What follows belongs to an exercise in optimizing a design on an open flow for small area; a production flow would make more cautious choices. Only simulation tests tie the RTL to the original design; equivalence was not proved. The clock input has no modelled driver; a real chip could not lean on it and would need a root buffer or a full tree. Power is estimated from default activity; no workload was simulated.

==> flow/design.v (excerpt) <==
module counter(
        input reset,
        input pause,
        input lap,
        input lap1,
        input lap2,
        input lap3,
        input clk_50M,
        output [6:0] seven_seg,
        output [3:0] an,
        output led0,
        output led1,
        output led2,
        output led3,
        output led4,
        output led5,
        output led6,
        output led7,
        output dp
    );
Size in the first run: roughly 270 cells after synthesis, about 27 I/O pins.
==> flow/config.mk <==
export PLATFORM = sky130hd
export DESIGN_NAME = counter
export DESIGN_NICKNAME = counter
export VERILOG_FILES = /design/flow/design.v
export SDC_FILE = /design/flow/constraint.sdc
export NUM_CORES = 4
export LEC_CHECK = 0
export ABC_AREA = 1
export CAP_MARGIN = 20
export CORE_MARGIN = 2
export CORE_UTILIZATION = 40
export SLEW_MARGIN = 20
==> flow/constraint.sdc <==
create_clock -name core_clock -period 10.0 [get_ports {clk_50M}]
set_input_delay 2.0000 -clock core_clock [delete_from_list [all_inputs] [get_ports {clk_50M}]]
set_output_delay 2.0000 -clock core_clock [all_outputs]
set_load 0.01 [all_outputs]
standard.sh (not shown) runs the stock make flow with config.mk's settings and CLKGATE_MAP_FILE= SYNTH_SCRIPT=/design/flow/synth_recipe.tcl, a recipe that flattens the netlist after the stock synthesis.
==> flow/flow/run.sh <==
#!/bin/bash
# Layout flow: the standard ORFS flow, with
#  - an area-only ABC mapping script for synthesis (registers untouched),
#  - the smallest buffer for the port buffers.
# Each tool's output goes to a log file of its own in the work folder.
set -euo pipefail
cd "$(dirname "$0")/.."
WORK=$PWD

# ORFS scripts folder identical to the original except for abc_area.script
mkdir -p "$WORK/scripts_area"
for f in "$FLOW_HOME"/scripts/*; do
    ln -sf "$f" "$WORK/scripts_area/"
done
rm -f "$WORK/scripts_area/abc_area.script"
cp "$WORK/flow/abc_area.script" "$WORK/scripts_area/abc_area.script"

bash standard.sh synth SCRIPTS_DIR="$WORK/scripts_area" ABC_AREA=1 > "$WORK/synth.log" 2>&1
bash standard.sh finish BUFFER_PORTS_ARGS="-buffer_cell sky130_fd_sc_hd__buf_1" > "$WORK/layout.log" 2>&1
==> flow/flow/abc_area.script <==
strash
&get -n
&dch -f
&nf -R 1000
&put
topo
Next try:
==> flow/run.sh (new file) <==
#!/bin/bash
# synth_recipe.tcl (not shown) runs the flow's synth.tcl, then flattens the netlist and writes it again
# the make line also repeats each setting of config.mk as NAME=value (left out here)
make -C /OpenROAD-flow-scripts/flow DESIGN_CONFIG=/design/flow/config.mk WORK_HOME=/design/flow/orfs CLKGATE_MAP_FILE= SYNTH_SCRIPT=/design/flow/synth_recipe.tcl finish
removed: flow/flow/run.sh
removed: flow/flow/abc_area.script
removed: flow/standard.sh
After rerunning:
- count of clock-buffer cells in the layout grows by 1
- worst hold slack loses 0.0076 ns
- wire length climbs by 19%
- first-iteration DRC count falls by 2.3%
- synthesized area rose by 14%
- global-route usage increases by 1.3 points
- total power fell by 7.7%
- core utilization goes down by 1.0 points

Another version of the RTL of counter (not shown whole).
For scale: roughly 92 flip-flops, roughly 3300 sq um of cells after synthesis.
clock: 10.0 ns
lec_check: 0
abc_area: 1
cap_margin: 20
core_margin: 2
core_utilization: 40
gpl_timing_driven: 0
slew_margin: 20
==> flow/flow/run.sh <==
#!/bin/bash
# Layout flow: the standard ORFS flow (standard.sh), with
#  - an area-only ABC mapping script for synthesis and no half-adder
#    extraction (registers are untouched by both),
#  - the smallest buffer for the port buffers,
#  - a small two-level clock tree (flow/cts.tcl: ORFS's cts.tcl with
#    clock_tree_synthesis replaced by a root buffer and 5 leaf buffers,
#    each driving one cluster of registers).
# Each tool's output goes to a log file of its own in the work folder.
set -euo pipefail
cd "$(dirname "$0")/.."
WORK=$PWD
S=$WORK/scripts_custom

# ORFS scripts folder identical to the original except for two files
mkdir -p "$S"
for f in "$FLOW_HOME"/scripts/*; do
    ln -sf "$f" "$S/"
done
rm -f "$S/abc_area.script" "$S/cts.tcl"
cp "$WORK/flow/abc_area.script" "$S/abc_area.script"
cp "$WORK/flow/cts.tcl" "$S/cts.tcl"

bash standard.sh synth SCRIPTS_DIR="$S" ABC_AREA=1 ADDER_MAP_FILE= \
    > "$WORK/synth.log" 2>&1
bash standard.sh finish SCRIPTS_DIR="$S" \
    BUFFER_PORTS_ARGS="-buffer_cell sky130_fd_sc_hd__buf_1" \
    MANUAL_CTS_LEAVES=5 \
    MANUAL_CTS_LEAF=sky130_fd_sc_hd__clkbuf_8 \
    MANUAL_CTS_ROOT=sky130_fd_sc_hd__clkbuf_4 \
    > "$WORK/layout.log" 2>&1
==> flow/flow/cts.tcl <==
utl::set_metrics_stage "cts__{}"
source $::env(SCRIPTS_DIR)/load.tcl
source $::env(SCRIPTS_DIR)/lec_check.tcl
erase_non_stage_variables cts
load_design 3_place.odb 3_place.sdc
source_step_tcl PRE CTS

# Clone clock tree inverters next to register loads
# so cts does not try to buffer the inverted clocks.
repair_clock_inverters

proc save_progress { stage } {
  puts "Run 'make gui_$stage.odb' to load progress snapshot"
  orfs_write_db $::env(RESULTS_DIR)/$stage.odb
  orfs_write_sdc $::env(RESULTS_DIR)/$stage.sdc
}

# Manual clock tree: one root buffer on the clock port driving N leaf
# buffers, each driving one cluster of registers (k-means on location).
proc manual_cts {nleaf leafcell rootcell} {
  set db [ord::get_db]
  set block [ord::get_db_block]
  set clknet [$block findNet clk_50M]
  set sinks {}
  foreach it [$clknet getITerms] {
    lappend sinks $it
  }
  set n [llength $sinks]
  set xs {}; set ys {}
  foreach it $sinks {
    set inst [$it getInst]
    set bb [$inst getBBox]
    lappend xs [expr {([$bb xMin] + [$bb xMax]) / 2.0}]
    lappend ys [expr {([$bb yMin] + [$bb yMax]) / 2.0}]
  }
  # k-means, seeded by sorting on x+y
  set order [lsort -real -indices [lmap x $xs y $ys {expr {$x + 0.7 * $y}}]]
  set cx {}; set cy {}
  for {set k 0} {$k < $nleaf} {incr k} {
    set i [lindex $order [expr {int(($k + 0.5) * $n / $nleaf)}]]
    lappend cx [lindex $xs $i]; lappend cy [lindex $ys $i]
  }
  set cap [expr {int(ceil(double($n) / $nleaf)) + 2}]
  for {set iter 0} {$iter < 30} {incr iter} {
    # balanced assignment: greedy by distance with a cap per cluster
    set pairs {}
    for {set i 0} {$i < $n} {incr i} {
      for {set k 0} {$k < $nleaf} {incr k} {
        set d [expr {abs([lindex $xs $i] - [lindex $cx $k]) + abs([lindex $ys $i] - [lindex $cy $k])}]
        lappend pairs [list $d $i $k]
      }
    }
    set pairs [lsort -real -index 0 $pairs]
    set asg [lrepeat $n -1]
    set cnt [lrepeat $nleaf 0]
    foreach p $pairs {
      lassign $p d i k
      if {[lindex $asg $i] >= 0} continue
      if {[lindex $cnt $k] >= $cap} continue
      lset asg $i $k
      lset cnt $k [expr {[lindex $cnt $k] + 1}]
    }
    set sx [lrepeat $nleaf 0.0]; set sy [lrepeat $nleaf 0.0]
    for {set i 0} {$i < $n} {incr i} {
      set k [lindex $asg $i]
      lset sx $k [expr {[lindex $sx $k] + [lindex $xs $i]}]
      lset sy $k [expr {[lindex $sy $k] + [lindex $ys $i]}]
    }
    for {set k 0} {$k < $nleaf} {incr k} {
      if {[lindex $cnt $k] > 0} {
        lset cx $k [expr {[lindex $sx $k] / [lindex $cnt $k]}]
        lset cy $k [expr {[lindex $sy $k] / [lindex $cnt $k]}]
      }
    }
  }
  puts "manual_cts: $n sinks, cluster sizes $cnt"
  set lmaster [$db findMaster $leafcell]
  set rmaster [$db findMaster $rootcell]
  # root
  set rnet [odb::dbNet_create $block clknet_root]
  $rnet setSigType CLOCK
  set root [odb::dbInst_create $block $rmaster clkbuf_root]
  set ax 0.0; set ay 0.0
  foreach x $cx y $cy { set ax [expr {$ax + $x}]; set ay [expr {$ay + $y}] }
  set ax [expr {int($ax / $nleaf)}]; set ay [expr {int($ay / $nleaf)}]
  $root setLocation $ax $ay
  $root setPlacementStatus PLACED
  [$root findITerm A] connect $clknet
  [$root findITerm X] connect $rnet
  # leaves
  set nets {}
  for {set k 0} {$k < $nleaf} {incr k} {
    set net [odb::dbNet_create $block clknet_leaf_$k]
    $net setSigType CLOCK
    set b [odb::dbInst_create $block $lmaster clkbuf_leaf_$k]
    $b setLocation [expr {int([lindex $cx $k])}] [expr {int([lindex $cy $k])}]
    $b setPlacementStatus PLACED
    [$b findITerm A] connect $rnet
    [$b findITerm X] connect $net
    lappend nets $net
  }
  for {set i 0} {$i < $n} {incr i} {
    set it [lindex $sinks $i]
    $it disconnect
    $it connect [lindex $nets [lindex $asg $i]]
  }
  $clknet setSigType CLOCK
}

# Clock tree: a root buffer on the clock port and a few leaf buffers, each
# driving one cluster of registers (instead of clock_tree_synthesis).
set_dont_use $::env(DONT_USE_CELLS)
log_cmd manual_cts $::env(MANUAL_CTS_LEAVES) $::env(MANUAL_CTS_LEAF) $::env(MANUAL_CTS_ROOT)
set_propagated_clock [all_clocks]


utl::push_metrics_stage "cts__{}__pre_repair_timing"
log_cmd estimate_parasitics -placement
if { $::env(DETAILED_METRICS) } {
  report_metrics 4 "cts pre-repair-timing"
}
utl::pop_metrics_stage

set_placement_padding -global \
  -left $::env(CELL_PAD_IN_SITES_DETAIL_PLACEMENT) \
  -right $::env(CELL_PAD_IN_SITES_DETAIL_PLACEMENT)

set result [catch { detailed_placement } msg]
if { $result != 0 } {
  save_progress 4_1_error
  error "Detailed placement failed in CTS: $msg"
}

log_cmd estimate_parasitics -placement

if { $::env(CTS_SNAPSHOTS) } {
  save_progress 4_1_pre_repair_hold_setup
}

if { !$::env(SKIP_CTS_REPAIR_TIMING) } {
  if { $::env(EQUIVALENCE_CHECK) } {
    write_eqy_verilog 4_before_rsz.v
  }
  if { $::env(LEC_CHECK) } {
    write_lec_verilog 4_before_rsz_lec.v
  }

  repair_timing_helper

  if { $::env(EQUIVALENCE_CHECK) } {
    run_equivalence_test
  }
  if { $::env(LEC_CHECK) } {
    write_lec_verilog 4_after_rsz_lec.v
    run_lec_test 4_rsz 4_before_rsz_lec.v 4_after_rsz_lec.v
  }

  set result [catch { detailed_placement } msg]
  if { $result != 0 } {
    save_progress 4_1_error
    error "Detailed placement failed in CTS: $msg"
  }

  check_placement -verbose
}

report_metrics 4 "cts final"

source_step_tcl POST CTS

orfs_write_db $::env(RESULTS_DIR)/4_1_cts.odb
orfs_write_sdc $::env(RESULTS_DIR)/4_cts.sdc
Other scripts of this flow, unchanged in this note and not shown: flow/flow/abc_area.script
Edit:
Settings changed: CORE_UTILIZATION 40 to 70, GPL_TIMING_DRIVEN 0 to not set, PLACE_DENSITY set to 0.8.
The changed run ran to the end with no violations.
Via count grows by 3.8%.
Flip-flop and latch count stays the same.
Setup slack improves by 140 ps.
Final area fell by 1.6%.
Critical path depth went up by 2.
Routed wire length falls by 4.0%.
Power drops by 0.50%.
Worst hold slack loses 3.8 ps.
Final cell count fell by 11%.
Maximum frequency went up by 2.2%.
Clock power is about the same.
Edit:
Settings changed: CORE_UTILIZATION 70 to 40, PLACE_DENSITY 0.8 to not set.
Outcome: Die area goes up by well over a third; power goes up slightly; utilization goes down by 33 points; area after synthesis stays the same; register-to-register slack improved by 120 ps; routed wire length goes up by a few percent; design area goes up slightly; via count goes down by a few percent; synthesized cell count stays the same; sequential share of layout area goes down by 0.69 points.
Edit:
--- a/flow/flow/run.sh
+++ b/flow/flow/run.sh
@@ -5,5 +5,5 @@
 #  - the smallest buffer for the port buffers,
 #  - a small two-level clock tree (flow/cts.tcl: ORFS's cts.tcl with
-#    clock_tree_synthesis replaced by a root buffer and 5 leaf buffers,
+#    clock_tree_synthesis replaced by a root buffer and 6 leaf buffers,
 #    each driving one cluster of registers).
 # Each tool's output goes to a log file of its own in the work folder.
@@ -26,5 +26,5 @@
 bash standard.sh finish SCRIPTS_DIR="$S" \
     BUFFER_PORTS_ARGS="-buffer_cell sky130_fd_sc_hd__buf_1" \
-    MANUAL_CTS_LEAVES=5 \
+    MANUAL_CTS_LEAVES=6 \
     MANUAL_CTS_LEAF=sky130_fd_sc_hd__clkbuf_8 \
     MANUAL_CTS_ROOT=sky130_fd_sc_hd__clkbuf_4 \
Result: The new run completed with no timing, DRC or antenna violations; hold slack barely changes; synthesized area does not change; global-route usage stays flat; worst setup slack is worse by 19 ps; combinational power drops by about 0.5%; synthesized cell count stays the same; clock power climbs by about 5%; wire length drops by 1.2%; power climbs by 1.5%; die area does not change.
In every run of this note, the design's own scripts or RTL, not TritonCTS, make the clock network.

[port drivers added, routing unchanged]
In the flow no input, the clock included, has a driving cell. The finished layouts below were timed again as built, in two steps.
Step 1: set_driving_cell puts a clkbuf_16 on clk_50M and a buf_2 on each other input, an assumption about the parent block.
Step 2 times the ports against the registers' clock, not the clock port: input delays grow and output delays shrink by t, the midpoint of the rising clock arrivals with the driver on.
Slacks: ideal ports / drivers / drivers and shift; pairs: ideal ports / drivers.
run	shift t [ns]	slack for setup (ns)	worst setup path at the end	worst register clock-pin slew, ns	worst slew at a driven data input, ns
the first run of note 1	0.374	3.348 / 3.327 / 3.327	input to output	0.09 / 0.09	0.03
the second run of note 1	0.378	3.090 / 3.062 / 3.062	input to output	0.09 / 0.09	0.03
the first run of note 2	0.423	3.383 / 3.352 / 3.352	input to output	0.12 / 0.12	0.03
the second run of note 2	0.422	3.527 / 3.502 / 3.502	input to output	0.12 / 0.12	0.03
the third run of note 2	0.443	3.475 / 3.454 / 3.454	input to output	0.12 / 0.12	0.03
the fourth run of note 2	0.420	3.457 / 3.436 / 3.436	input to output	0.10 / 0.10	0.03
After both steps every run listed still meets setup and hold. For the first run of note 2, which loses most, drivers alone change the setup slack by -0.031 ns; drivers and shift together by -0.031 ns.
